Background: an optimization exercise with open tools, aiming at small area and a short achievable clock period. Do not read the settings as production practice. RTL that was checked went through simulation tests only; none was proved equivalent to the original. Function not checked in runs 2, 4 and 5: the RTL went through the layout flow alone.

--- run.sh ---
#!/bin/bash
# synth_recipe.tcl (not shown) runs the flow's synth.tcl, then flattens the netlist and writes it again
# the make line also repeats each setting of config.mk as NAME=value (left out here)
make -C /OpenROAD-flow-scripts/flow DESIGN_CONFIG=/design/flow/config.mk WORK_HOME=/design/flow/orfs CLKGATE_MAP_FILE= SYNTH_SCRIPT=/design/flow/synth_recipe.tcl finish
--- config.mk ---
export PLATFORM = sky130hd
export DESIGN_NAME = UnaryMultiplier
export DESIGN_NICKNAME = UnaryMultiplier
export VERILOG_FILES = /design/flow/design.v
export SDC_FILE = /design/flow/constraint.sdc
export NUM_CORES = 4
export LEC_CHECK = 0
export CAP_MARGIN = 20
export CORE_MARGIN = 2
export CORE_UTILIZATION = 40
export PLACE_DENSITY = 0.6
export SLEW_MARGIN = 20
--- constraint.sdc ---
create_clock -name core_clock -period 8.0 [get_ports {clk}]
set_input_delay 1.6000 -clock core_clock [delete_from_list [all_inputs] [get_ports {clk}]]
set_output_delay 1.6000 -clock core_clock [all_outputs]
set_load 0.01 [all_outputs]
--- design.v ---
module UnaryMultiplier
#(
    parameter INPUT_WIDTH = 32,
    parameter COUNT_WIDTH = $clog2(INPUT_WIDTH + 1),
    parameter EPSILON = 8
)
(
    input logic a,
    input logic b,
    input logic [1:0] ready,
    input logic clk,
    input logic reset,
    output logic valid,
    output logic y
);
    logic [(COUNT_WIDTH - 1):0] a_ones;
    logic [(COUNT_WIDTH - 1):0] b_ones;
    logic [(COUNT_WIDTH - 1):0] y_ones;
    logic [(COUNT_WIDTH - 1):0] a_count;
    logic [(COUNT_WIDTH - 1):0] b_count;
    logic [(COUNT_WIDTH - 1):0] y_count;
    logic [(COUNT_WIDTH - 1):0] a_upper_ones;
    logic [(COUNT_WIDTH - 1):0] b_upper_ones;
    logic [(COUNT_WIDTH - 1):0] a_lower_ones;
    logic [(COUNT_WIDTH - 1):0] b_lower_ones;
    logic [COUNT_WIDTH:0] y_upper_ones;
    logic [COUNT_WIDTH:0] y_lower_ones;
    logic [COUNT_WIDTH:0] y_midpoint_ones;
    logic [COUNT_WIDTH:0] y_ones_p_epsilon;
    logic [COUNT_WIDTH:0] y_ones_m_epsilon;
    logic [COUNT_WIDTH:0] y_distance_upper;
    logic [COUNT_WIDTH:0] y_distance_lower;
    logic [2*(COUNT_WIDTH - 1):0] y_prod_upper_ones;
    logic [2*(COUNT_WIDTH - 1):0] y_prod_lower_ones;
    always_comb begin
        a_upper_ones = INPUT_WIDTH - a_count + a_ones;
        a_lower_ones = a_ones;
        b_upper_ones = INPUT_WIDTH - b_count + b_ones;
        b_lower_ones = b_ones;
        y_prod_upper_ones = a_upper_ones * b_upper_ones;
        y_prod_lower_ones = a_lower_ones * b_lower_ones;
        y_upper_ones = y_prod_upper_ones >> (COUNT_WIDTH - 2);
        y_lower_ones = y_prod_lower_ones >> (COUNT_WIDTH - 2);
        y_midpoint_ones = (INPUT_WIDTH - y_count + (y_ones << 1'b1));
        y_ones_p_epsilon = y_midpoint_ones + EPSILON >= (INPUT_WIDTH << 1'b1) ? (INPUT_WIDTH) << 1'b1 : y_midpoint_ones + EPSILON;
        y_ones_m_epsilon = EPSILON >= y_midpoint_ones ? 0 : y_midpoint_ones - EPSILON;
        y_distance_upper = y_upper_ones - y_midpoint_ones;
        y_distance_lower = y_midpoint_ones - y_lower_ones;
    end
    always_ff @(posedge clk or negedge reset) begin
        if (!reset) begin
            a_ones <= 0;
            b_ones <= 0;
            y_ones <= 0;
            a_count <= 0;
            b_count <= 0;
            y_count <= 0;
            y <= 0;
            valid <= 0;
        end else begin
            if (y_count == INPUT_WIDTH) begin
                y <= 1'b0;
                valid <= 1'b0;
            end else begin
                if (ready[0]) begin
                    a_ones <= a_ones + a;
                    a_count <= a_count + 1'b1;
                end
                if (ready[1]) begin
                    b_ones <= b_ones + b;
                    b_count <= b_count + 1'b1;
                end
                if (|a_count || |b_count) begin
                    if (y_midpoint_ones <= y_lower_ones) begin
                        y <= 1'b1;
                        y_ones <= y_ones + 1'b1;
                        valid <= 1'b1;
                        y_count <= y_count + 1'b1;
                    end else if (y_midpoint_ones >= y_upper_ones) begin
                        y <= 1'b0;
                        valid <= 1'b1;
                        y_count <= y_count + 1'b1; 
                    end else if (y_ones_m_epsilon <= y_lower_ones && y_ones_p_epsilon < y_upper_ones) begin
                        y <= 1'b1;
                        y_ones <= y_ones + 1'b1;
                        valid <= 1'b1;
                        y_count <= y_count + 1'b1;
                    end else if (y_ones_p_epsilon >= y_upper_ones && y_ones_m_epsilon > y_lower_ones) begin
                        y <= 1'b0;
                        valid <= 1'b1;
                        y_count <= y_count + 1'b1;
                    end else if (y_ones_m_epsilon <= y_lower_ones && y_ones_p_epsilon >= y_upper_ones && y_distance_lower <= y_distance_upper) begin
                        y <= 1'b1;
                        y_ones <= y_ones + 1'b1;
                        valid <= 1'b1;
                        y_count <= y_count + 1'b1;
                    end else if (y_ones_m_epsilon <= y_lower_ones && y_ones_p_epsilon >= y_upper_ones && y_distance_lower >= y_distance_upper) begin
                        y <= 1'b0;
                        valid <= 1'b1;
                        y_count <= y_count + 1'b1;
                    end else begin
                        valid <= 1'b0;
                    end
                end
            end
        end
    end
endmodule
==> results of run 1 <==
## metal layers
metal	routed length [um]	global-route usage, %
met5	0	0
met4	144	3.16
met3	254	2.72
met2	5810	29.5
met1	5430	21.5
## cell type report
type,count,area (um^2)
Clock buffer,7,133
Clock inverter,1,30.0
Timing Repair Buffer,14,118
Inverter,79,297
Tap cell,180,225
Multi-Input combinational cell,489,4300
Fill cell,1366,7670
Sequential cell,38,951
## state kept, by name (all words and copies together), names as in the netlist
signal and flops:
a_count 6, a_ones 6, b_count 6, b_ones 6, valid 1, y 1, y_count 6, y_ones 6
## logic make-up (layout without fill, tap and decap cells)
| group | Yosys count | count (layout) | synth area share, % |
|---|---|---|---|
| AOI/OAI and AO/OA | 82 | 82 | 9.43 |
| xor gates and xnor gates | 74 | 74 | 11.8 |
| adders and majority gates | 147 | 147 | 38.0 |
| buffers and inverters | 87 | 101 | 5.90 |
| DFF | 38 | 38 | 17.1 |
| muxes | 4 | 4 | 0.808 |
| and+or+nand+nor | 182 | 182 | 17.0 |
## worst max path at each step
stage	cells after the start	startpoint	end	slack, ns
after floorplan	30	b_ones[1]	y_ones[1]	1.08
after global placement	30	b_ones[1]	y_ones[1]	0.59
after detailed placement	31	b_ones[1]	y_ones[1]	0.43
after CTS	31	b_ones[1]	y_ones[1]	0.42
after global routing	32	a_ones[0]	y_ones[1]	0.04
final	32	a_ones[0]	y_ones[1]	0.51
## timing repair
item	CTS	global route
buffers inserted	0	2
setup endpoints to repair	0	5
gates resized for setup	0	1
## per-stage QoR
stage	cell area (um^2)	cells
finish	6050	808
global route	6050	808
CTS	6030	806
detailed placement	5870	798
global placement	5870	798
floorplan	5570	614
## synthesized netlist by cell type (2+ instances only)
library cell / n / area share, %
o21ai_0: 13 / 1.2
clkbuf_1: 5 / 0.34
o31ai_1: 2 / 0.27
inv_1: 79 / 5.3
fa_1: 37 / 13
nand3b_1: 4 / 0.54
xnor2_1: 53 / 8.3
nand4_1: 18 / 2.0
a21boi_0: 2 / 0.27
o21bai_1: 4 / 0.54
ha_1: 110 / 25
a31o_2: 2 / 0.31
nand2b_1: 11 / 1.2
nand2_1: 39 / 2.6
and2_1: 31 / 3.5
dfrtp_1: 38 / 17
nor3_1: 8 / 0.72
nor2b_1: 8 / 0.90
mux2_1: 2 / 0.40
xor2_1: 20 / 3.1
nand3_1: 12 / 1.1
buf_2: 2 / 0.18
nor4_1: 3 / 0.34
a21oi_1: 37 / 3.3
mux2_2: 2 / 0.40
nor2_1: 40 / 2.7
and4_1: 2 / 0.31
a21o_1: 12 / 1.6
==> impl_metrics.csv, run 1 <==
group,metric,value,unit
grt,antenna_found_initial,0,
setup_path,worstSetupStartpointType,"register",
timing,whs,0.511,ns
synth,synth_cell_types,46,
setup_path,crit_path_top_delay_cell,"fa_1",
grt,grt_pass1_vias,4201,
setup_path,path_buf_inv,5,
timing,tns,0,ns
setup_path,r2r_start,"a_ones[0]",
placement,place.detailed.hpwl,9970,um
clocking,hold_buffers,0,
floorplan,core_region_area,13700,um^2
outcome,status,"no timing/DRC/antenna violations",
hold_path,whs_path_depth,1,
grt,overflow,0,
finish,antenna_cells,0,
hold_path,holdCritStartpoint,"b_count[4]",
finish,drive_above_1_share,4.14,%
detailed_routing,vias,4140,
clocking,clock_path_buffers,2,
setup_path,cp_max_fo,7,
timing,period_needed,7.49,ns
setup_path,cp-end-kind,"register",
timing,postLayoutSetupSlackWorst,0.510,ns
setup_path,worstPathArrival,7.66,ns
detailed_routing,wl_per_cell,14.4,um
floorplan,io_pins,8,
detailed_routing,drt-initial-drc-count,132,
clocking,cts_sinks,38,
setup_path,worstRegToRegCells,32,
setup_path,path_class,"register to register",
clocking,cts-buffers-inserted,5,
grt,grt_pass1_wl,19700,um
grt,grt_max_degree,39,
setup_path,cpMostUsedCell,"ha_1",
detailed_routing,antenna_left,0,
synth,syn-instance-count,614,
floorplan,start_util,40.6,%
setup_path,crit-reg2reg-capture,"y_ones[1]",
clocking,cts_root_buf,"clkbuf_16",
floorplan,fp.dieArea,14900,um^2
timing,rsz0062_at_grt,"no",
timing,max_freq,134,MHz
setup_path,slowest_delay,0.50,ns
placement,portBuffers,7,
finish,mostFrequentLayoutCell,"ha_1",
synth,synthesis.nets,767,
finish,synthToLayoutAreaGrowth,8.62,%
detailed_routing,drcViolationCount,0,
timing,post-route-period-util,93.6,%
placement,gp_congestion,0.846,
floorplan,die_y,122,um
timing,finalSetupViolations,0,
synth,async_flop_share,100,%
setup_path,r2r_setup_slack,0.51,ns
hold_path,hold_path.class,"register to register",
clocking,clk_pin_slew,0.06,ns
finish,nNetsFinal,780,
timing,maxSlewHeadroom,41.2,%
timing,worstMarginPinSlew,0.883,ns
placement,place_ws,0.432,ns
job,maxCapViolCount,0,
setup_path,worstPathRequired,8.17,ns
synth,yosys_warnings,1,
detailed_routing,routed_wl,11600,um
detailed_routing,drt_first_pass_iters,4,
setup_path,path_delay_family,"adder cells",
timing,drv_slew,0,
synth,avgSynthCellArea,9.08,um^2
synth,yosysSeqAreaShare,17.1,%
clocking,cts.htree.levels,2,
floorplan,fp-row-count,43,
grt,track_usage,16.7,%
clocking,clk-insertion-delay-late,0.28,ns
finish,mostFrequentLayoutCells,"110 x ha_1, 79 x inv_1, 52 x xnor2_1",
timing,clock-skew-final,0.00377,ns
synth,yosys_register_bits,38,
detailed_routing,viasPerCell,5.12,
synth,synth_area,5570,um^2
floorplan,die_w,122,um
synth,synth-main-ff-cell,"dfrtp_1",
timing,hold_viol_final,0,
synth,synth_edf_count,0,
clocking,cts_tree,"done",
hold_path,min_to,"b_count[4]",
finish,final_core_util,44.1,%
==> run 2, diff against run 1 <==
==> design.v (replaced) <==
module UnaryMultiplier
#(
    parameter INPUT_WIDTH = 32,
    parameter COUNT_WIDTH = $clog2(INPUT_WIDTH + 1),
    parameter EPSILON = 8
)
(
    input logic a,
    input logic b,
    input logic [1:0] ready,
    input logic clk,
    input logic reset,
    output logic valid,
    output logic y
);
    logic [5:0]  a_upper, b_upper, a_ones, b_ones, y_count;
    logic signed [11:0] d_upper, d_lower;
    logic        started;
    logic        ea, eb, za, zb;
    logic        near_l, near_u, emit, bit1, done;
    logic signed [7:0] sum_hi;
    logic [11:0] add_l, sub_u, step;
    always_comb begin
        ea = ready[0] & a;
        za = ready[0] & ~a;
        eb = ready[1] & b;
        zb = ready[1] & ~b;
        done = y_count[5];
        near_l = d_lower >= -12'sd128;
        near_u = d_upper <= 12'sd143;
        sum_hi = d_upper[11:4] + d_lower[11:4];
        bit1 = ~sum_hi[7];
        emit = started & ~done & (near_l | near_u);
        add_l = (ea ? {6'd0, b_ones} : 12'd0) + (eb ? {6'd0, a_ones} : 12'd0) + (ea & eb);
        sub_u = (za ? {6'd0, b_upper} : 12'd0) + (zb ? {6'd0, a_upper} : 12'd0) - (za & zb);
        step = emit ? (bit1 ? 12'hff0 : 12'h010) : 12'h000;
    end
    always_ff @(posedge clk or negedge reset) begin
        if (!reset) begin
            a_upper <= 6'd32;
            b_upper <= 6'd32;
            a_ones <= 0;
            b_ones <= 0;
            y_count <= 0;
            d_lower <= -12'sd512;
            d_upper <= 12'sd512;
            started <= 1'b0;
            y <= 1'b0;
            valid <= 1'b0;
        end else begin
            if (ready[0]) begin
                if (a) a_ones <= a_ones + 1'b1;
                else a_upper <= a_upper - 1'b1;
            end
            if (ready[1]) begin
                if (b) b_ones <= b_ones + 1'b1;
                else b_upper <= b_upper - 1'b1;
            end
            started <= started | ready[0] | ready[1];
            valid <= emit;
            y <= bit1;
            if (emit) y_count <= y_count + 1'b1;
            d_lower <= d_lower + add_l + step;
            d_upper <= d_upper - sub_u + step;
        end
    end
endmodule
==> run 2 against run 1 <==
Net effect: still clean; hold slack lost 0.045 ns; setup slack gained 1.2 ns; sequential share of layout area grew 15 points; synthesized area shrank 25%; first-iteration DRC count shrank 19%; global-route usage shrank 2.6 points.
==> impl_metrics.csv, run 2 <==
group,metric,value,unit
finish,antenna_cells,0,
setup_path,worstPathArrival,6.60,ns
timing,max_freq,158,MHz
setup_path,worstPathRequired,8.26,ns
finish,nNetsFinal,503,
synth,synthesis.nets,488,
detailed_routing,antenna_left,0,
clocking,cts-buffers-inserted,9,
timing,drv_slew,0,
synth,yosysMostFrequentCell,"ha_1",
detailed_routing,drcViolationCount,0,
synth,yosysSeqAreaShare,34.4,%
timing,maxSlewHeadroom,49.0,%
timing,period_needed,6.34,ns
synth,synth_area,4160,um^2
synth,ys_top_cells_by_count,"61 x ha_1, 58 x inv_1, 51 x dfrtp_1",
grt,overflow,0,
outcome,status,"no timing/DRC/antenna violations",
clocking,cts.htree.levels,3,
detailed_routing,vias,2692,
timing,hold_viol_final,0,
finish,drive_above_1_share,8.27,%
synth,synthXorXnorAreaFrac,10.7,%
placement,place.detailed.hpwl,5410,um
floorplan,core_region_area,10200,um^2
floorplan,io_pins,8,
synth,synth_edf_count,0,
grt,track_usage,14.1,%
clocking,cts_sinks,57,
detailed_routing,drt_first_pass_iters,4,
grt,grt_max_degree,58,
synth,synth_cell_types,45,
clocking,cts_resized,0,
synth,muxShareOfSynthArea,0.812,%
timing,rsz0062_at_grt,"no",
finish,mostFrequentLayoutCells,"61 x ha_1, 58 x inv_1, 51 x dfrtp_1",
synth,synth_area_leaders,"dfrtp_1 31%, ha_1 18%, fa_1 8.7%",
synth,synth-main-ff-cell,"dfrtp_1",
synth,syn-instance-count,403,
timing,finalSetupViolations,0,
synth,synth_top_area_share,30.7,%
synth,yosys_register_bits,57,
timing,post-route-period-util,79.2,%
floorplan,die_w,106,um
synth,yosys.area.top_type,"dfrtp_1",
synth,synth-adder-area-share,27.0,%
detailed_routing,viasPerCell,4.82,
floorplan,fp.dieArea,11200,um^2
detailed_routing,routed_wl,7010,um
timing,worstMarginPinSlew,0.757,ns
timing,tns,0,ns
synth,avgSynthCellArea,10.3,um^2
floorplan,fp-row-count,37,
job,maxCapViolCount,0,
synth,yosys_warnings,1,
clocking,cts_tree,"done",
setup_path,worstSetupStartpointType,"primary input",
detailed_routing,drt-initial-drc-count,107,
clocking,clk_pin_slew,0.07,ns
timing,clock-skew-final,0.00702,ns
detailed_routing,wl_per_cell,12.5,um
placement,portBuffers,7,
setup_path,cp-end-kind,"register",
finish,mostFrequentLayoutCell,"ha_1",
clocking,cts_root_buf,"clkbuf_8",
placement,gp_congestion,0.759,
synth,synth_compound_area_share,9.71,%
hold_path,hold_path.class,"register to register",
floorplan,die_y,106,um
floorplan,start_util,40.7,%
finish,synthToLayoutAreaGrowth,11.0,%
clocking,clk-insertion-delay-late,0.34,ns
finish,fill_cells,951,
grt,antenna_found_initial,0,
grt,grt_pass1_vias,2755,
clocking,clock_path_buffers,2,
synth,synth_top_family_by_area,"adder cells",
synth,async_flop_share,100,%
grt,grt_pass1_wl,12500,um
setup_path,cp_max_fo,8,
finish,top_regs,"d_lower: 12 flops, d_upper: 12 flops",
synth,synth-simple-area-share,11.8,%
clocking,hold_buffers,0,
clocking,cts_setup_buffers,0,
setup_path,path_class,"primary input to register",
-- run 2: worst max-delay path, stage by stage --
cell	delay [ns]
clkdlybuf4s50_1	0.50
nor2b_1	0.48
nand2_1	0.12
ha_1	0.29
inv_1	0.05
ha_1	0.22
fa_1	0.40
a21o_1	0.19
a21oi_1	0.21
o21bai_1	0.08
a21oi_1	0.17
xor2_1	0.19
fa_1	0.44
ha_1	0.36
and3_1	0.18
a221oi_1	0.41
a21oi_1	0.18
a31oi_1	0.23
xnor2_1	0.15
xnor2_1	0.13
-- run 2: cells by family (layout without fill, tap and decap cells) --
| family | after synthesis | count (layout) |
|---|---|---|
| simple gates | 97 | 97 |
| fa+ha+maj | 79 | 79 |
| buf+inv | 62 | 82 |
| flops | 57 | 57 |
| compound gates | 55 | 55 |
| xor+xnor | 50 | 50 |
| mux | 3 | 3 |
-- run 2: area by class of cell --
class	count	area (um^2)	area share [%]
inverter	58	218	4.71
timing repair buffer	8	72.6	1.57
clock inverter	5	77.6	1.68
tap	136	170	3.68
multi-input combinational	284	2500	54.0
sequential	57	1430	31.0
clock buffer	11	151	3.28
-- run 2: routing by layer --
layer | share of wire, % | vias to the layer above | global-route usage [%]
met5 | 0 | - | 0
met4 | 1.3 | 0 | 4.23
met3 | 2.0 | 7 | 3.68
met2 | 47 | 16 | 22.8
met1 | 49 | 1293 | 18.6
li1 | - | 1376 | -
-- run 2: per-stage QoR --
stage	worst slack, ns	utilization [%]	std cells	area (um^2)	hold WS (ns)
2_1_floorplan	2.29	-	403	4160	0.438
3_3_place_gp	1.43	42.9	543	4390	0.455
3_5_place_dp	1.31	42.9	543	4390	0.455
4_1_cts	1.66	45.2	559	4620	0.469
5_1_grt	1.23	45.2	559	4620	0.497
6_report	1.66	45.2	559	4620	0.466
-- run 2: path summary, 6_finish.rpt --
| check | startpoint | end | slack [ns] | depth (start not counted) |
|---|---|---|---|---|
| worst max-delay path | ready[0] | d_upper[11] | 1.66 | 20 |
| worst min-delay path | y_count[4] | y_count[4] | 0.47 | 1 |
| worst max register to register | b_upper[0] | d_upper[11] | 3.58 | 18 |
| min in group asynchronous | reset | y_count[2] | 1.41 | 2 |
| worst min register to register | y_count[4] | y_count[4] | 0.47 | 1 |
| max in group asynchronous | reset | d_upper[5] | 6.12 | 2 |
==> run 3, diff against run 2 <==
==> design.v (replaced) <==
module UnaryMultiplier
#(
    parameter INPUT_WIDTH = 32,
    parameter COUNT_WIDTH = $clog2(INPUT_WIDTH + 1),
    parameter EPSILON = 8
)
(
    input logic a,
    input logic b,
    input logic [1:0] ready,
    input logic clk,
    input logic reset,
    output logic valid,
    output logic y
);
    logic [5:0] a_upper, b_upper, a_ones, b_ones, y_count;
    logic [6:0] y_mid;
    logic       started;
    logic [10:0] p_upper, p_lower;
    logic [6:0]  u, l;
    logic [7:0]  ul;
    logic        near_l, near_u, emit, bit1, done;
    always_comb begin
        p_upper = a_upper * b_upper;
        p_lower = a_ones * b_ones;
        u = p_upper[10:4];
        l = p_lower[10:4];
        ul = u + l;
        near_l = {1'b0, y_mid} <= {1'b0, l} + 8'd8;
        near_u = {1'b0, y_mid} + 8'd8 >= {1'b0, u};
        bit1 = {y_mid, 1'b0} <= ul;
        done = y_count[5];
        emit = started & (near_l | near_u);
    end
    always_ff @(posedge clk or negedge reset) begin
        if (!reset) begin
            a_upper <= 6'd32;
            b_upper <= 6'd32;
            a_ones <= 0;
            b_ones <= 0;
            y_count <= 0;
            y_mid <= 7'd32;
            started <= 1'b0;
            y <= 1'b0;
            valid <= 1'b0;
        end else if (done) begin
            valid <= 1'b0;
        end else begin
            if (ready[0]) begin
                if (a) a_ones <= a_ones + 1'b1;
                else a_upper <= a_upper - 1'b1;
            end
            if (ready[1]) begin
                if (b) b_ones <= b_ones + 1'b1;
                else b_upper <= b_upper - 1'b1;
            end
            started <= started | ready[0] | ready[1];
            valid <= emit;
            y <= bit1;
            if (emit) begin
                y_count <= y_count + 1'b1;
                y_mid <= bit1 ? y_mid + 1'b1 : y_mid - 1'b1;
            end
        end
    end
endmodule
==> run 3 against run 2 <==
Net effect: still clean; utilization shrank 0.79 points; non-clock buffer count shrank 1; sequential share of layout area shrank 11 points; wire length grew 33%; via count grew 24%; highest routed layer unchanged.
==> impl_metrics.csv, run 3 <==
group,metric,value,unit
outcome,status,"no timing/DRC/antenna violations",
setup_path,cp-end-kind,"register",
floorplan,io_pins,8,
clocking,cts.htree.levels,2,
clocking,clk_pin_slew,0.06,ns
timing,tns,0,ns
timing,finalSetupViolations,0,
setup_path,cp_max_fo,9,
detailed_routing,routed_wl,9290,um
detailed_routing,drt-initial-drc-count,128,
clocking,cts_resized,0,
synth,synthesis.nets,620,
floorplan,fp-row-count,39,
synth,async_flop_share,100,%
finish,antenna_cells,0,
clocking,clock_path_buffers,2,
finish,synthToLayoutAreaGrowth,7.22,%
finish,mostFrequentLayoutCells,"70 x ha_1, 65 x inv_1, 40 x nand2_1",
detailed_routing,wl_per_cell,14.3,um
placement,place.detailed.hpwl,7360,um
finish,largest_register_ffs,7,
clocking,cts_tree,"done",
placement,gp_congestion,0.784,
detailed_routing,drt_first_pass_iters,6,
job,maxCapViolCount,0,
floorplan,fp.dieArea,12800,um^2
floorplan,die_y,113,um
clocking,hold_buffers,0,
setup_path,worstPathArrival,7.37,ns
placement,place_ws,0.804,ns
setup_path,path_class,"register to register",
finish,nNetsFinal,617,
synth,yosys_warnings,1,
setup_path,worstPathRequired,8.21,ns
hold_path,hold_path.class,"register to register",
finish,largest-register,"y_mid",
synth,yosys_register_bits,40,
floorplan,core_region_area,11500,um^2
placement,portBuffers,7,
timing,maxSlewHeadroom,38.5,%
placement,dp.cells,643,
clocking,cts_sinks,40,
synth,synth-main-ff-cell,"dfrtp_1",
synth,syn-instance-count,510,
synth,synth_edf_count,0,
timing,post-route-period-util,89.4,%
detailed_routing,drcViolationCount,0,
detailed_routing,vias,3345,
timing,clock-skew-final,0.00586,ns
hold_path,whs_path_depth,1,
timing,drv_slew,0,
clocking,clk-insertion-delay-late,0.29,ns
clocking,cts-buffers-inserted,5,
synth,yosys.area.top_type,"dfrtp_1",
timing,postLayoutSetupSlackWorst,0.846,ns
clocking,cts_setup_buffers,0,
synth,ys_top_cells_by_count,"70 x ha_1, 65 x inv_1, 40 x nand2_1",
synth,yosysSeqAreaShare,21.1,%
setup_path,crit_path_top_delay_cell,"fa_1",
floorplan,start_util,41.4,%
clocking,cts_root_buf,"clkbuf_16",
timing,hold_viol_final,0,
setup_path,worstRegToRegCells,31,
timing,max_freq,140,MHz
finish,drive_above_1_share,6.69,%
synth,yosysMostFrequentCell,"ha_1",
setup_path,slowest_delay,0.56,ns
grt,grt_pass1_vias,3645,
setup_path,worstSetupStartpointType,"register",
detailed_routing,viasPerCell,5.14,
grt,track_usage,16.3,%
finish,instances_no_fill,651,
synth,avgSynthCellArea,9.34,um^2
grt,grt_pass1_wl,17000,um
grt,overflow,0,
grt,antenna_found_initial,0,
detailed_routing,antenna_left,0,
floorplan,die_w,113,um
synth,synth_top_area_share,19.4,%
timing,period_needed,7.15,ns
finish,mostFrequentLayoutCell,"ha_1",
synth,synth_area_leaders,"dfrtp_1 19%, ha_1 18%, fa_1 14%",
synth,synth_area,4760,um^2
timing,rsz0062_at_grt,"no",
synth,synth_cell_types,55,
grt,grt_max_degree,41,
timing,worstMarginPinSlew,0.922,ns
[run 3: area by class of cell]
cell class                      instances  area [um^2]
Clock buffer                            6          139
Inverter                               65          244
Fill cell                            1139         6410
Timing Repair Buffer                    7         65.1
Sequential cell                        40         1000
Tap cell                              143          179
Clock inverter                          2         38.8
Multi-Input combinational cell        388         3440
[run 3: through the flow]
step	cell area [um^2]	hold slack (ns)	utilization (%)
2_1_floorplan	4760	0.442	-
3_3_place_gp	4930	0.461	42.8
3_5_place_dp	4930	0.461	42.8
4_1_cts	5110	0.471	44.4
5_1_grt	5110	0.504	44.4
6_report	5110	0.472	44.4
[run 3: critical path, delay by kind of cell (launching register included)]
family          cells  cell delay [ns]
fa+ha+maj           8             3.22
simple gates       10             1.47
compound gates      7             1.26
flops               1             0.49
buf+inv             4             0.33
xor+xnor            2             0.31
[run 3: final timing paths]
kind                             from          to  slack [ns]
setup / recovery            b_ones[2]    y_mid[6]        0.85
hold / removal             y_count[4]  y_count[4]        0.47
setup reg to reg            b_ones[2]    y_mid[6]        0.85
hold reg to reg            y_count[4]  y_count[4]        0.47
max in group asynchronous       reset    y_mid[4]        5.98
min in group asynchronous       reset  a_upper[4]        1.44
[run 3: logic make-up (layout without fill, tap and decap cells)]
kind of cell    after synthesis  after routing  synth area share (%)
mux                           8              8                  2.18
simple gates                153            153                  17.6
compound gates               64             64                  8.85
fa+ha+maj                   106            106                  33.1
flops                        40             40                  21.1
buf+inv                      82             80                  6.75
xor+xnor                     57             57                  10.5
[run 3: per-layer routing]
| metal | GRT usage [%] | part of all wire [%] | up-vias |
|---|---|---|---|
| li1 | - | - | 1684 |
| met5 | 0 | 0 | - |
| met1 | 21.4 | 49 | 1614 |
| met4 | 4.39 | 1.7 | 0 |
| met2 | 28.4 | 47 | 35 |
| met3 | 2.14 | 2.0 | 12 |
==> run 4, diff against run 3 <==
==> design.v (replaced) <==
module UnaryMultiplier
#(
    parameter INPUT_WIDTH = 32,
    parameter COUNT_WIDTH = $clog2(INPUT_WIDTH + 1),
    parameter EPSILON = 8
)
(
    input logic a,
    input logic b,
    input logic [1:0] ready,
    input logic clk,
    input logic reset,
    output logic valid,
    output logic y
);
    logic [5:0]  a_ones, b_ones, y_count;
    logic signed [5:0] a_nupper, b_nupper;  
    logic [6:0]  x_lower;                   
    logic signed [6:0] x_upper;             
    logic [10:0] d_upper, d_lower;
    logic        ea, eb, za, zb;
    logic        near_l, near_u, emit, bit1, done;
    logic [6:0]  ab_ones;
    logic signed [6:0] ab_nupper;
    logic [10:0] step, xl, xu, sl, cl, su, cu, dl, du;
    logic [5:0]  sum_hi, yc;
    always_comb begin
        ea = ready[0] & a;
        za = ready[0] & ~a;
        eb = ready[1] & b;
        zb = ready[1] & ~b;
        ab_ones = a_ones + b_ones + 7'd1;
        ab_nupper = a_nupper + b_nupper + 7'sd1;
        step = {{6{valid & y}}, valid, 4'd0};
        xl = {4'd0, x_lower};
        xu = {{4{x_upper[6]}}, x_upper};
        sl = d_lower ^ xl; cl = d_lower & xl;
        su = d_upper ^ xu; cu = d_upper & xu;
        for (int i = 4; i < 11; i++) begin
            sl[i] = d_lower[i] ^ xl[i] ^ step[i];
            cl[i] = (d_lower[i] & xl[i]) | (d_lower[i] & step[i]) | (xl[i] & step[i]);
            su[i] = d_upper[i] ^ xu[i] ^ step[i];
            cu[i] = (d_upper[i] & xu[i]) | (d_upper[i] & step[i]) | (xu[i] & step[i]);
        end
        dl = sl + {cl[9:0], 1'b0};
        du = su + {cu[9:0], 1'b0};
        yc = y_count + valid;
        done = yc[5];
        near_l = ~dl[10] | (&dl[9:7]);                              
        near_u = du[10] | (~|du[9:8] & (~du[7] | ~|du[6:4]));       
        sum_hi = {du[8], du[8:4]} + {dl[8], dl[8:4]};
        bit1 = near_l & (~near_u | ~sum_hi[5]);
        emit = ~done & (near_l | near_u);
    end
    always_ff @(posedge clk or negedge reset) begin
        if (!reset) begin
            a_ones <= 0;
            b_ones <= 0;
            a_nupper <= -6'sd32;
            b_nupper <= -6'sd32;
            x_lower <= 0;
            x_upper <= 0;
            y_count <= 0;
            d_lower <= 11'h600;    
            d_upper <= 11'h200;    
            y <= 1'b0;
            valid <= 1'b0;
        end else begin
            a_ones <= a_ones + ea;
            b_ones <= b_ones + eb;
            a_nupper <= a_nupper + za;
            b_nupper <= b_nupper + zb;
            x_lower <= ({7{ea & ~eb}} & {1'b0, b_ones}) | ({7{eb & ~ea}} & {1'b0, a_ones})
                     | ({7{ea & eb}} & ab_ones);
            x_upper <= ({7{za & ~zb}} & {b_nupper[5], b_nupper}) | ({7{zb & ~za}} & {a_nupper[5], a_nupper})
                     | ({7{za & zb}} & ab_nupper);
            y_count <= yc;
            d_lower <= dl;
            d_upper <= du;
            valid <= emit;
            y <= bit1;
        end
    end
endmodule
--- a/config.mk
+++ b/config.mk
@@ -9,4 +9,5 @@
 export CORE_MARGIN = 2
 export CORE_UTILIZATION = 40
 export PLACE_DENSITY = 0.6
+export SETUP_SLACK_MARGIN = 5
 export SLEW_MARGIN = 20
==> run 4 against run 3 <==
Net effect: still clean on timing, DRC and antenna; fmax is 140% higher; final cell count is 14% lower; hold slack worse by 0.00087 ns; register-to-register slack better by 4.1 ns; critical endpoint is now y; highest routed layer unchanged.
==> impl_metrics.csv, run 4 <==
group,metric,value,unit
clocking,clk_pin_slew,0.07,ns
placement,place.detailed.hpwl,5190,um
floorplan,core_region_area,10300,um^2
detailed_routing,routed_wl,7340,um
floorplan,die_w,107,um
synth,synth_edf_count,0,
synth,synth_cell_types,53,
synth,synthesis.nets,467,
synth,async_flop_share,100,%
synth,yosys_register_bits,68,
timing,post-route-period-util,37.9,%
placement,dp.cells,531,
detailed_routing,drt-initial-drc-count,42,
clocking,clk-insertion-delay-late,0.35,ns
placement,portBuffers,7,
timing,period_needed,3.03,ns
floorplan,fp-row-count,37,
finish,seq_area,1710,um^2
finish,multi_input_area,2560,um^2
timing,worstMarginPinSlew,0.861,ns
clocking,cts_tree,"done",
detailed_routing,wl_per_cell,13.2,um
synth,yosysSeqAreaShare,40.2,%
timing,rsz0062_at_grt,"yes",
floorplan,die_y,107,um
synth,yosys_warnings,1,
grt,grt_pass1_wl,12800,um
setup_path,worstSetupStartpointType,"register",
floorplan,start_util,41.1,%
floorplan,io_pins,8,
synth,synth_area_leaders,"dfrtp_1 37%, ha_1 18%, xnor2_1 7.0%",
finish,instances_no_fill,558,
clocking,cts-buffers-inserted,9,
clocking,cts.htree.levels,3,
synth,avgSynthCellArea,10.8,um^2
clocking,cts_root_buf,"clkbuf_8",
timing,max_freq,330,MHz
detailed_routing,drcViolationCount,0,
synth,ys_top_cells_by_count,"63 x dfrtp_1, 61 x ha_1, 34 x xnor2_1",
finish,drive_above_1_share,14.2,%
grt,grt_max_degree,69,
finish,mostFrequentLayoutCell,"dfrtp_1",
synth,syn-instance-count,394,
clocking,clock_path_buffers,2,
timing,hold_viol_final,0,
detailed_routing,vias,2830,
setup_path,worstPathRequired,8.22,ns
grt,grt_pass1_vias,2738,
setup_path,path_class,"register to register",
hold_path,hold_path.class,"register to register",
synth,yosysMostFrequentCell,"dfrtp_1",
clocking,cts_sinks,68,
timing,drv_slew,0,
setup_path,cp_max_fo,7,
detailed_routing,antenna_left,0,
grt,track_usage,14.1,%
synth,yosys.area.top_type,"dfrtp_1",
finish,nNetsFinal,490,
timing,maxSlewHeadroom,42.6,%
synth,synth_top_area_share,37.1,%
finish,mostFrequentLayoutCells,"62 x dfrtp_1, 57 x ha_1, 34 x xnor2_1",
clocking,hold_buffers,0,
grt,antenna_found_initial,0,
finish,antenna_cells,0,
finish,fill_cells,965,
setup_path,worstPathArrival,3.26,ns
detailed_routing,drt_first_pass_iters,4,
grt,overflow,0,
timing,tns,0,ns
detailed_routing,viasPerCell,5.07,
floorplan,fp.dieArea,11500,um^2
synth,synth-main-ff-cell,"dfrtp_1",
timing,finalSetupViolations,0,
outcome,status,"no timing/DRC/antenna violations",
job,maxCapViolCount,0,
finish,synthToLayoutAreaGrowth,14.7,%
placement,gp_congestion,0.788,
setup_path,cp-end-kind,"register",
synth,synth_area,4240,um^2
timing,clock-skew-final,0.0148,ns
finish,top_regs,"d_lower: 11 flops, d_upper: 11 flops",
==> run 4: cell count changes in the layout (fill, tap and decap cells not counted), sizes merged, moves of 8 or more <==
cell | previous run | this run
and2 | 36 | 0
buf | 1 | 13
dfrtp | 37 | 63
fa | 34 | 6
ha | 70 | 61
inv | 65 | 17
nand2 | 41 | 21
nand3 | 10 | 18
==> run 4: per-layer routing <==
| metal | routed length (um) | track usage, % |
|---|---|---|
| met5 | 0 | 0 |
| met4 | 124 | 5.47 |
| met1 | 3630 | 19.4 |
| met2 | 3480 | 22.1 |
| met3 | 110 | 2.37 |
==> run 4: final timing paths <==
kind / startpoint / endpoint / cells past startpoint / slack (ns)
max in group asynchronous: reset / valid / 2 / 5.98
hold reg to reg: y_count[0] / y_count[0] / 1 / 0.47
setup / recovery: valid / y / 11 / 4.97
setup reg to reg: valid / y / 11 / 4.97
min in group asynchronous: reset / d_upper[10] / 2 / 1.44
hold / removal: y_count[0] / y_count[0] / 1 / 0.47
==> run 4: layout make-up <==
class / count / share of cell area [%]
Timing Repair Buffer: 19 / 3.24
Clock inverter: 5 / 1.29
Multi-Input combinational cell: 302 / 52.6
Sequential cell: 68 / 35.1
Tap cell: 136 / 3.50
Inverter: 17 / 1.31
Clock buffer: 11 / 2.91
==> run 4: cells by family (layout without fill, tap and decap cells) <==
family / Yosys count / count (layout) / share of synthesized area [%]
and+or+nand+nor: 93 / 93 / 10.8
AOI/OAI and AO/OA: 86 / 86 / 14.1
adders and majority gates: 68 / 68 / 21.1
DFF: 68 / 68 / 40.2
xor gates and xnor gates: 53 / 53 / 11.1
buffers and inverters: 24 / 52 / 2.21
muxes: 2 / 2 / 0.472
==> run 4: through the flow <==
| step | setup slack (ns) | util [%] | instance area [um^2] | hold slack (ns) |
|---|---|---|---|---|
| after floorplan | 5.02 | - | 4240 | 0.436 |
| after global routing | 4.87 | 47.1 | 4870 | 0.490 |
| final | 4.97 | 47.1 | 4870 | 0.471 |
| after global placement | 4.53 | 43.2 | 4460 | 0.456 |
| after detailed placement | 4.48 | 43.2 | 4460 | 0.457 |
| after CTS | 4.84 | 45.4 | 4680 | 0.472 |
==> run 4: repair_timing <==
action,4_1_cts,5_1_grt
pin swaps,1,10
endpoints found under the hold margin,0,0
setup endpoints to repair,6,9
gates resized for setup,4,22
gates cloned,0,0
setup buffers,2,9
==> run 4: critical path: stages, from the launching register on <==
cell	delay (ns)
dfrtp_2	0.47
fa_1	0.49
ha_4	0.31
a21oi_4	0.20
nand2_1	0.11
xor2_2	0.16
ha_1	0.32
a21o_1	0.16
a41o_1	0.22
maj3_2	0.30
o21ai_1	0.12
a21boi_1	0.07
==> run 5, diff against run 4 <==
--- a/config.mk
+++ b/config.mk
@@ -8,6 +8,9 @@
 export CAP_MARGIN = 20
 export CORE_MARGIN = 2
 export CORE_UTILIZATION = 40
+export CTS_BUF_LIST = sky130_fd_sc_hd__clkbuf_8
+export CTS_CLUSTER_DIAMETER = 200
+export CTS_CLUSTER_SIZE = 60
 export PLACE_DENSITY = 0.6
 export SETUP_SLACK_MARGIN = 5
 export SLEW_MARGIN = 20
==> run 5 against run 4 <==
Net effect: sequential share of layout area unchanged; setup slack stayed put; fmax unchanged; still clean on timing, DRC and antenna; global-route usage unchanged; utilization is the same; hold slack is the same; synthesized area unchanged; non-clock buffer count did not move; highest routed layer unchanged.
==> impl_metrics.csv, run 5 <==
group,metric,value,unit
setup_path,cp_max_fo,7,
placement,portBuffers,7,
grt,grt_pass1_vias,2738,
placement,gp_congestion,0.788,
detailed_routing,drcViolationCount,0,
timing,worstMarginPinSlew,0.861,ns
timing,post-route-period-util,37.9,%
clocking,cts-buffers-inserted,9,
timing,rsz0062_at_grt,"yes",
synth,yosysMostFrequentCell,"dfrtp_1",
setup_path,path_class,"register to register",
timing,hold_viol_final,0,
synth,syn-instance-count,394,
timing,clock-skew-final,0.0150,ns
clocking,clock_path_buffers,2,
clocking,cts_tree,"done",
synth,synth-main-ff-cell,"dfrtp_1",
floorplan,fp-row-count,37,
finish,antenna_cells,0,
setup_path,worstPathArrival,3.26,ns
floorplan,die_y,107,um
clocking,cts_sinks,68,
finish,drive_above_1_share,14.2,%
finish,final_core_util,47.1,%
clocking,cts_root_buf,"clkbuf_8",
floorplan,io_pins,8,
synth,async_flop_share,100,%
finish,mostFrequentLayoutCells,"62 x dfrtp_1, 57 x ha_1, 34 x xnor2_1",
grt,grt_max_degree,69,
job,maxCapViolCount,0,
grt,overflow,0,
clocking,hold_buffers,0,
timing,max_freq,330,MHz
detailed_routing,antenna_left,0,
setup_path,slowest_delay,0.49,ns
timing,maxSlewHeadroom,42.6,%
placement,place.detailed.hpwl,5190,um
synth,synth_top_area_share,37.1,%
finish,synthToLayoutAreaGrowth,14.7,%
clocking,clk_pin_slew,0.07,ns
setup_path,cp-end-kind,"register",
floorplan,start_util,41.1,%
floorplan,core_region_area,10300,um^2
timing,drv_slew,0,
synth,synth_area_leaders,"dfrtp_1 37%, ha_1 18%, xnor2_1 7.0%",
floorplan,fp.dieArea,11500,um^2
setup_path,crit_path_top_delay_cell,"fa_1",
setup_path,crit_chain,"fa_1 > ha_4 > a21oi_4 > nand2_1 > xor2_2 > ha_1 > a21o_1 > a41o_1 > maj3_2 > o21ai_1 > a21boi_1",
timing,finalSetupViolations,0,
setup_path,worstPathRequired,8.22,ns
detailed_routing,routed_wl,7340,um
synth,yosys_warnings,1,
detailed_routing,vias,2830,
detailed_routing,viasPerCell,5.07,
grt,grt_pass1_wl,12800,um
timing,tns,0,ns
synth,yosysSeqAreaShare,40.2,%
clocking,cts.htree.levels,3,
finish,nNetsFinal,490,
setup_path,worstSetupStartpointType,"register",
synth,synth_cell_types,53,
synth,synth_edf_count,0,
grt,antenna_found_initial,0,
detailed_routing,drt_first_pass_iters,4,
floorplan,die_w,107,um
timing,period_needed,3.03,ns
synth,synth_area,4240,um^2
synth,avgSynthCellArea,10.8,um^2
finish,mostFrequentLayoutCell,"dfrtp_1",
synth,yosys_register_bits,68,
clocking,clk-insertion-delay-late,0.35,ns
finish,top_regs,"d_lower: 11 flops, d_upper: 11 flops",
hold_path,hold_path.class,"register to register",
outcome,status,"no timing/DRC/antenna violations",
grt,track_usage,14.1,%
detailed_routing,wl_per_cell,13.2,um
synth,synthesis.nets,467,
detailed_routing,drt-initial-drc-count,42,
synth,ys_top_cells_by_count,"63 x dfrtp_1, 61 x ha_1, 34 x xnor2_1",
synth,yosys.area.top_type,"dfrtp_1",
run 5: cell counts after synthesis:
No cell type changed its count.
run 5: timing repair:
action / CTS / global route
gates resized for setup: 4 / 22
setup buffers: 2 / 9
endpoints found under the setup margin: 6 / 9
pin swaps: 1 / 10
run 5: final cells by class:
| class | instances | area, um^2 |
|---|---|---|
| fill | 965 | 5460 |
| multi-input combinational | 302 | 2560 |
| sequential | 68 | 1710 |
| tap | 136 | 170 |
| timing repair buffer | 19 | 158 |
| clock buffer | 10 | 138 |
| clock inverter | 6 | 66.3 |
| inverter | 17 | 63.8 |
run 5: cells by family (layout without fill, tap and decap cells):
family          Yosys count  after routing  share of synthesized area, %
simple gates             93             93                          10.8
compound gates           86             86                          14.1
fa+ha+maj                68             68                          21.1
flops                    68             68                          40.2
xor+xnor                 53             53                          11.1
buf+inv                  24             52                          2.21
mux                       2              2                         0.472
run 5: worst max-delay path: cells and delay by family (launching register included):
| kind | cells | cell delay, ns |
|---|---|---|
| fa+ha+maj | 4 | 1.42 |
| xor+xnor | 1 | 0.16 |
| compound gates | 5 | 0.77 |
| simple gates | 1 | 0.11 |
| flops | 1 | 0.47 |
run 5: final timing paths:
check,startpoint,end,slack [ns],depth (start not counted)
worst max register to register,valid,y,4.97,11
worst min register to register,y_count[0],y_count[0],0.47,1
min in group asynchronous,reset,d_upper[10],1.44,2
worst min-delay path,y_count[0],y_count[0],0.47,1
max in group asynchronous,reset,valid,5.98,2
worst max-delay path,valid,y,4.97,11
run 5: stage by stage:
stage	instance area (um^2)	cells	hold WS, ns	setup WS, ns
finish	4870	558	0.471	4.97
detailed placement	4460	531	0.457	4.48
global placement	4460	531	0.456	4.53
CTS	4680	549	0.472	4.84
global route	4870	558	0.490	4.87
floorplan	4240	394	0.436	5.02
run 5: routing by layer:
layer | routed length (um) | track usage, % | vias up
li1 | - | - | 1437
met1 | 3630 | 19.4 | 1366
met2 | 3480 | 22.1 | 18
met3 | 110 | 2.37 | 9
met4 | 124 | 5.47 | 0
met5 | 0 | 0 | -
==> run 6, diff against run 5 <==
==> design.v (replaced) <==
module UnaryMultiplier
#(
    parameter INPUT_WIDTH = 32,
    parameter COUNT_WIDTH = $clog2(INPUT_WIDTH + 1),
    parameter EPSILON = 8
)
(
    input logic a,
    input logic b,
    input logic [1:0] ready,
    input logic clk,
    input logic reset,
    output logic valid,
    output logic y
);
    logic [5:0]  a_zeros, b_zeros, a_ones, b_ones, y_count;
    logic [10:0] d_upper, d_lower;
    logic        ea, eb, za, zb;    
    logic        near_l, near_u, emit, bit1, done;
    logic [7:0]  sum_hi;
    logic [10:0] step;
    logic [5:0]  pl, ql;
    logic [4:0]  pu, qu;
    logic        pu5, qu5;
    logic [10:0] sl1, cl1, sl2, cl2, dl;
    logic [10:0] su1, cu1, su2, cu2, du;
    logic [5:0]  yc;
    always_comb begin
        step = {{6{valid & y}}, valid, 4'd0};
        pl = ea ? b_ones : 6'd0;
        ql = eb ? a_ones : 6'd0;
        sl1 = '0; cl1 = '0;
        for (int i = 0; i < 6; i++) begin
            sl1[i] = d_lower[i] ^ pl[i] ^ ql[i];
            cl1[i + 1] = (d_lower[i] & pl[i]) | (d_lower[i] & ql[i]) | (pl[i] & ql[i]);
        end
        for (int i = 6; i < 11; i++) sl1[i] = d_lower[i];
        sl2 = sl1; cl2 = cl1;
        cl2[4] = 1'b0;
        for (int i = 4; i < 11; i++) begin
            sl2[i] = sl1[i] ^ cl1[i] ^ step[i];
            if (i < 10) cl2[i + 1] = (sl1[i] & cl1[i]) | (sl1[i] & step[i]) | (cl1[i] & step[i]);
        end
        dl = sl2 + {cl2[10:1], ea & eb};
        pu = za ? b_zeros[4:0] : 5'd0;
        qu = zb ? a_zeros[4:0] : 5'd0;
        pu5 = za & ~b_zeros[5];
        qu5 = zb & ~a_zeros[5];
        su1 = '0; cu1 = '0;
        for (int i = 0; i < 5; i++) begin
            su1[i] = d_upper[i] ^ pu[i] ^ qu[i];
            cu1[i + 1] = (d_upper[i] & pu[i]) | (d_upper[i] & qu[i]) | (pu[i] & qu[i]);
        end
        su1[5] = d_upper[5] ^ ~pu5 ^ ~qu5;
        cu1[6] = (d_upper[5] & ~pu5) | (d_upper[5] & ~qu5) | (~pu5 & ~qu5);
        for (int i = 6; i < 11; i++) begin
            su1[i] = ~d_upper[i];
            if (i < 10) cu1[i + 1] = d_upper[i];
        end
        su2 = su1; cu2 = cu1;
        cu2[4] = 1'b0;
        for (int i = 4; i < 11; i++) begin
            su2[i] = su1[i] ^ cu1[i] ^ step[i];
            if (i < 10) cu2[i + 1] = (su1[i] & cu1[i]) | (su1[i] & step[i]) | (cu1[i] & step[i]);
        end
        du = su2 + {cu2[10:1], za & zb};
        yc = y_count + valid;
        done = yc[5];
        near_l = ~dl[10] | (&dl[9:7]);                              
        near_u = du[10] | (~|du[9:8] & (~du[7] | ~|du[6:4]));       
        sum_hi = {du[10], du[10:4]} + {dl[10], dl[10:4]};
        bit1 = ~sum_hi[7];
        emit = ~done & (near_l | near_u);
    end
    always_ff @(posedge clk or negedge reset) begin
        if (!reset) begin
            a_zeros <= 0;
            b_zeros <= 0;
            a_ones <= 0;
            b_ones <= 0;
            ea <= 1'b0;
            eb <= 1'b0;
            za <= 1'b0;
            zb <= 1'b0;
            y_count <= 0;
            d_lower <= 11'h600;    
            d_upper <= 11'h200;    
            y <= 1'b0;
            valid <= 1'b0;
        end else begin
            ea <= ready[0] & a;
            za <= ready[0] & ~a;
            eb <= ready[1] & b;
            zb <= ready[1] & ~b;
            a_ones <= a_ones + ea;
            a_zeros <= a_zeros + za;
            b_ones <= b_ones + eb;
            b_zeros <= b_zeros + zb;
            y_count <= yc;
            d_lower <= dl;
            d_upper <= du;
            valid <= emit;
            y <= bit1;
        end
    end
endmodule
--- a/config.mk
+++ b/config.mk
@@ -8,9 +8,5 @@
 export CAP_MARGIN = 20
 export CORE_MARGIN = 2
 export CORE_UTILIZATION = 40
-export CTS_BUF_LIST = sky130_fd_sc_hd__clkbuf_8
-export CTS_CLUSTER_DIAMETER = 200
-export CTS_CLUSTER_SIZE = 60
 export PLACE_DENSITY = 0.6
-export SETUP_SLACK_MARGIN = 5
 export SLEW_MARGIN = 20
==> run 6 against run 5 <==
Net effect: still clean; critical path depth is 2 higher; clock-buffer cell count stayed put; global-route usage is 1.2 points higher; die area is 12% lower; wire length is 9.8% lower; non-clock buffer count is 11 lower; synthesized area is 12% lower.
==> impl_metrics.csv, run 6 <==
group,metric,value,unit
outcome,status,"no timing/DRC/antenna violations",
finish,mostFrequentLayoutCell,"dfrtp_1",
synth,ys_top_cells_by_count,"55 x dfrtp_1, 49 x inv_1, 37 x ha_1",
timing,max_freq,253,MHz
timing,drv_slew,0,
finish,nNetsFinal,422,
hold_path,holdCritStartpoint,"y_count[0]",
finish,fill_cells,846,
finish,antenna_cells,0,
floorplan,io_pins,8,
synth,synth_cell_types,43,
grt,grt_max_degree,59,
synth,yosys_register_bits,58,
synth,syn-instance-count,339,
finish,mostFrequentLayoutCells,"55 x dfrtp_1, 49 x inv_1, 37 x ha_1",
detailed_routing,antenna_left,0,
floorplan,core_region_area,9150,um^2
setup_path,worstPathRequired,8.22,ns
synth,yosysMostFrequentCell,"dfrtp_1",
floorplan,start_util,40.7,%
grt,grt_pass1_wl,11900,um
setup_path,r2r_start,"valid",
timing,post-route-period-util,49.5,%
clocking,hold_buffers,0,
detailed_routing,drt-initial-drc-count,66,
clocking,cts-buffers-inserted,9,
synth,yosys.area.top_type,"dfrtp_1",
setup_path,startpoint,"valid",
setup_path,path_class,"register to register",
floorplan,die_y,100,um
timing,maxSlewHeadroom,49.6,%
timing,whs,0.476,ns
timing,clock-skew-final,0.00759,ns
finish,synthToLayoutAreaGrowth,10.1,%
timing,finalSetupViolations,0,
setup_path,cp_max_fo,8,
floorplan,fp-row-count,35,
clocking,cts_resized,0,
setup_path,worstSetupStartpointType,"register",
detailed_routing,drcViolationCount,0,
clocking,cts.htree.levels,3,
detailed_routing,drt_first_pass_iters,4,
synth,synth_top_area_share,37.0,%
grt,antenna_found_initial,0,
detailed_routing,vias,2382,
placement,portBuffers,7,
timing,hold_viol_final,0,
grt,overflow,0,
timing,rsz0062_at_grt,"no",
synth,synth_edf_count,0,
synth,synth-main-ff-cell,"dfrtp_1",
synth,synth_area,3720,um^2
timing,worstMarginPinSlew,0.756,ns
clocking,cts_setup_buffers,0,
timing,tns,0,ns
clocking,clock_path_buffers,2,
clocking,clk-insertion-delay-late,0.34,ns
synth,yosys_warnings,1,
clocking,clk_pin_slew,0.07,ns
finish,drive_above_1_share,8.03,%
finish,top_regs,"d_lower: 11 flops, d_upper: 11 flops",
synth,avgSynthCellArea,11.0,um^2
synth,yosysSeqAreaShare,39.1,%
timing,period_needed,3.96,ns
clocking,cts_tree,"done",
placement,gp_congestion,0.855,
hold_path,hold_path.class,"register to register",
setup_path,cp-end-kind,"register",
detailed_routing,wl_per_cell,14.0,um
synth,async_flop_share,100,%
clocking,cts_sinks,58,
floorplan,fp.dieArea,10100,um^2
placement,place.detailed.hpwl,4890,um
synth,synthesis.nets,405,
grt,track_usage,15.2,%
grt,grt_pass1_vias,2513,
synth,synth_area_leaders,"dfrtp_1 37%, ha_1 12%, fa_1 12%",
job,maxCapViolCount,0,
detailed_routing,viasPerCell,5.05,
setup_path,worstPathArrival,4.18,ns
floorplan,die_w,100,um
detailed_routing,routed_wl,6620,um
clocking,cts_root_buf,"clkbuf_8",
-- run 6: cell types whose count changed after synthesis, moves of 6 or more --
cell and change:
and2_1 +9, dfrtp_1 -8, fa_1 +17, a21oi_1 -11
inv_1 +32, ha_1 -24, nor2_1 -14, nor3_1 -6
o21ai_0 -9, nand2_1 +7
-- run 6: kinds of logic after synthesis --
| logic type | Yosys count | share of synthesized area, % |
|---|---|---|
| AOI/OAI and AO/OA | 52 | 10.8 |
| adders and majority gates | 60 | 24.8 |
| DFF | 58 | 39.1 |
| buffers and inverters | 51 | 5.38 |
| xor gates and xnor gates | 42 | 9.88 |
| and+or+nand+nor | 76 | 10.1 |
-- run 6: area by class of cell --
cell class,instances,area (um^2),area share (%)
multi-input combinational,230,2070,50.5
sequential,58,1460,35.5
inverter,49,184,4.49
tap,111,139,3.39
clock buffer,10,138,3.36
timing repair buffer,8,72.6,1.77
clock inverter,6,42.5,1.04
-- run 6: metrics by stage --
step / cell area, um^2 / utilization, % / instances / setup WS, ns
2_1_floorplan: 3720 / - / 339 / 4.56
3_3_place_gp: 3920 / 42.8 / 456 / 4.08
3_5_place_dp: 3920 / 42.8 / 456 / 4.03
4_1_cts: 4100 / 44.8 / 472 / 4.00
5_1_grt: 4100 / 44.8 / 472 / 3.75
6_report: 4100 / 44.8 / 472 / 4.04
-- run 6: layer usage --
metal  GRT usage [%]  vias up  part of all wire [%]
li1                -     1169                     -
met4            5.06        0                   1.6
met2            23.7       17                    46
met5               0        -                     0
met3            3.81       11                   2.3
met1            21.0     1185                    50
-- run 6: final timing paths --
check | endpoint | cells after the start | slack (ns)
max in group asynchronous | d_upper[2] | 2 | 6.09
max reg2reg | y | 13 | 4.04
min reg2reg | y_count[0] | 1 | 0.48
min | y_count[0] | 1 | 0.48
max | y | 13 | 4.04
min in group asynchronous | y_count[2] | 2 | 1.41
-- run 6: critical path, stage by stage, from the launching register on --
cell and delay, ns:
dfrtp_1 0.55, nand2_1 0.40, inv_1 0.37, fa_1 0.47, ha_1 0.45, and3_1 0.29, a221o_1 0.30, nor2_1 0.20
ha_1 0.28, a21o_1 0.16, a21oi_1 0.14, nand3_1 0.08, o21ai_0 0.06, o21ai_0 0.09
==> run 7, diff against run 6 <==
--- a/config.mk
+++ b/config.mk
@@ -9,4 +9,5 @@
 export CORE_MARGIN = 2
 export CORE_UTILIZATION = 40
 export PLACE_DENSITY = 0.6
+export SETUP_SLACK_MARGIN = 5
 export SLEW_MARGIN = 20
==> run 7 against run 6 <==
Net effect: utilization rose by 2.5 points; register-to-register slack improved by 0.43 ns; clock skew rose by 0.0053 ns; largest cell class unchanged.
==> impl_metrics.csv, run 7 <==
group,metric,value,unit
placement,portBuffers,7,
floorplan,die_w,100,um
clocking,cts_tree,"done",
setup_path,worstPathRequired,8.24,ns
synth,yosys_warnings,1,
setup_path,crit_chain,"nor2b_4 > fa_1 > fa_1 > inv_2 > ha_4 > nand2_4 > a211oi_4 > a221o_1 > nor2_2 > ha_1 > a21o_1 > a21oi_2 > nand3_1 > o21ai_1 > o21ai_1",
finish,drive_above_1_share,18.2,%
synth,synth_top_area_share,37.0,%
grt,grt_pass1_wl,12600,um
synth,yosysSeqAreaShare,39.1,%
finish,top_regs,"d_lower: 11 flops, d_upper: 11 flops",
synth,synth_area,3720,um^2
detailed_routing,wl_per_cell,14.7,um
detailed_routing,vias,2434,
clocking,clk_pin_slew,0.07,ns
synth,ys_top_cells_by_count,"55 x dfrtp_1, 49 x inv_1, 37 x ha_1",
detailed_routing,drcViolationCount,0,
synth,yosys.area.top_type,"dfrtp_1",
finish,mostFrequentLayoutCells,"50 x dfrtp_1, 48 x inv_1, 33 x ha_1",
floorplan,fp-row-count,35,
clocking,cts_sinks,58,
finish,synthToLayoutAreaGrowth,16.3,%
synth,synth_edf_count,0,
detailed_routing,drt-initial-drc-count,33,
synth,async_flop_share,100,%
timing,maxSlewHeadroom,49.5,%
clocking,clk-insertion-delay-late,0.35,ns
clocking,clock_path_buffers,2,
grt,antenna_found_initial,0,
synth,synthesis.nets,405,
finish,multi_input_area,2210,um^2
setup_path,cp_max_fo,6,
timing,post-route-period-util,44.1,%
timing,rsz0062_at_grt,"yes",
timing,max_freq,283,MHz
clocking,cts.htree.levels,3,
grt,track_usage,16.5,%
timing,clock-skew-final,0.0129,ns
timing,finalSetupViolations,0,
setup_path,cp-end-kind,"register",
clocking,hold_buffers,0,
clocking,cts_root_buf,"clkbuf_8",
grt,grt_pass1_vias,2613,
timing,tns,0,ns
finish,nNetsFinal,435,
setup_path,path_buf_inv,1,
setup_path,slowest_delay,0.53,ns
finish,mostFrequentLayoutCell,"dfrtp_1",
placement,gp_congestion,0.822,
finish,antenna_cells,0,
synth,synth_cell_types,43,
grt,grt_max_degree,59,
synth,synth-main-ff-cell,"dfrtp_1",
placement,place.detailed.hpwl,5100,um
job,maxCapViolCount,0,
synth,avgSynthCellArea,11.0,um^2
finish,seq_area,1460,um^2
floorplan,core_region_area,9150,um^2
setup_path,path_delay_family,"adder cells",
setup_path,worstPathArrival,3.77,ns
detailed_routing,antenna_left,0,
setup_path,path_class,"register to register",
synth,synth_area_leaders,"dfrtp_1 37%, ha_1 12%, fa_1 12%",
detailed_routing,viasPerCell,5.02,
grt,overflow,0,
detailed_routing,drt_first_pass_iters,4,
timing,drv_slew,0,
setup_path,crit_path_top_delay_cell,"fa_1",
timing,worstMarginPinSlew,0.758,ns
finish,fill_cells,860,
floorplan,io_pins,8,
setup_path,worstSetupStartpointType,"register",
synth,yosysMostFrequentCell,"dfrtp_1",
outcome,status,"no timing/DRC/antenna violations",
floorplan,die_y,100,um
synth,syn-instance-count,339,
clocking,cts-buffers-inserted,9,
floorplan,start_util,40.7,%
floorplan,fp.dieArea,10100,um^2
detailed_routing,routed_wl,7140,um
timing,hold_viol_final,0,
timing,period_needed,3.53,ns
synth,yosys_register_bits,58,
hold_path,hold_path.class,"register to register",
-- run 7: changes by cell type in the layout (fill, tap and decap cells not counted), moves of 3 or more --
cell	previous run	this run
buf_4	1	14
dfrtp_1	55	50
dfrtp_2	0	5
ha_1	37	33
ha_4	0	4
nand2_1	27	24
-- run 7: timing repair --
action / CTS / global route
pin swaps: 5 / 13
hold endpoints to repair: 0 / 0
resized for setup: 14 / 7
endpoints found under the setup margin: 6 / 4
buffers inserted: 6 / 7
gates cloned: 0 / 0
-- run 7: per-layer routing --
metal  vias up  global-route usage, %  routed length (um)
met5         -                      0                   0
met4         0                   8.43                 207
met2        29                   25.7                3460
met3        17                   3.40                 186
li1       1189                      -                   -
met1      1199                   21.8                3280
-- run 7: cells by family after synthesis --
kind of cell | count (synthesis) | synth area share [%]
compound gates | 52 | 10.8
simple gates | 76 | 10.1
xor+xnor | 42 | 9.88
fa+ha+maj | 60 | 24.8
buf+inv | 51 | 5.38
flops | 58 | 39.1
-- run 7: worst reg2reg max path, stage by stage (launching register included) --
cell      delay [ns]
dfrtp_2         0.45
nor2b_4         0.14
fa_1            0.49
fa_1            0.53
inv_2           0.05
ha_4            0.29
nand2_4         0.06
a211oi_4        0.31
a221o_1         0.21
nor2_2          0.05
ha_1            0.31
a21o_1          0.20
a21oi_2         0.12
nand3_1         0.07
o21ai_1         0.07
o21ai_1         0.07
-- run 7: cell type report --
class / instances / share of cell area [%]
repair buffers: 21 / 3.90
clock inverters: 7 / 1.07
clock buffers: 9 / 2.86
inverters: 49 / 4.25
multi-input cells: 230 / 51.0
well taps: 111 / 3.21
flip-flops and latches: 58 / 33.7
-- run 7: through the flow --
| stage | setup WS, ns | utilization, % | area [um^2] | hold slack, ns | cells |
|---|---|---|---|---|---|
| global placement | 4.23 | 43.7 | 4000 | 0.456 | 456 |
| CTS | 4.47 | 46.6 | 4260 | 0.477 | 478 |
| floorplan | 4.67 | - | 3810 | 0.439 | 339 |
| detailed placement | 4.28 | 43.7 | 4000 | 0.464 | 456 |
| global route | 4.25 | 47.3 | 4330 | 0.481 | 485 |
| finish | 4.47 | 47.3 | 4330 | 0.476 | 485 |
-- run 7: worst paths after layout --
check	startpoint	end	slack, ns	cells after the start
setup / recovery	za	y	4.47	15
hold reg to reg	y_count[4]	y_count[4]	0.48	1
hold / removal	y_count[4]	y_count[4]	0.48	1
min in group asynchronous	reset	y_count[2]	1.40	2
setup reg to reg	za	y	4.47	15
max in group asynchronous	reset	eb	6.05	2

static timing again, ports no longer ideal:
The flow's constraints put no driver on any port. The routed layouts listed below were extracted and timed again, unchanged, in two steps.
Step 1 sets driving cells, clkbuf_16 on the clock port and buf_2 on the other inputs (assumed; they add their load-dependent delay and slew).
Step 2 also shifts input and output timing later by t, the mid clock arrival at the registers, as if the neighbouring blocks saw the same clock.
a / b / c = no drivers / after step 1 / after step 2; a / b = the first two.
run | t, ns | setup slack, ns | worst hold slack (ns)
run 1 | 0.319 | 0.510 / 0.510 / 0.510 | 0.511 / 0.511 / 0.511
run 2 | 0.368 | 1.663 / 1.671 / 1.303 | 0.466 / 0.466 / 0.466
run 3 | 0.324 | 0.846 / 0.846 / 0.846 | 0.472 / 0.472 / 0.472
run 4 | 0.370 | 4.966 / 4.966 / 4.776 | 0.471 / 0.471 / 0.471
run 5 | 0.370 | 4.966 / 4.966 / 4.776 | 0.471 / 0.471 / 0.471
run 6 | 0.368 | 4.043 / 4.043 / 4.043 | 0.476 / 0.476 / 0.476
run 7 | 0.381 | 4.470 / 4.470 / 4.470 | 0.476 / 0.476 / 0.476
After both steps every run listed still meets setup and hold. The setup slack of run 2, which loses most, moves by +0.008 ns with the drivers and by -0.360 ns with both steps.
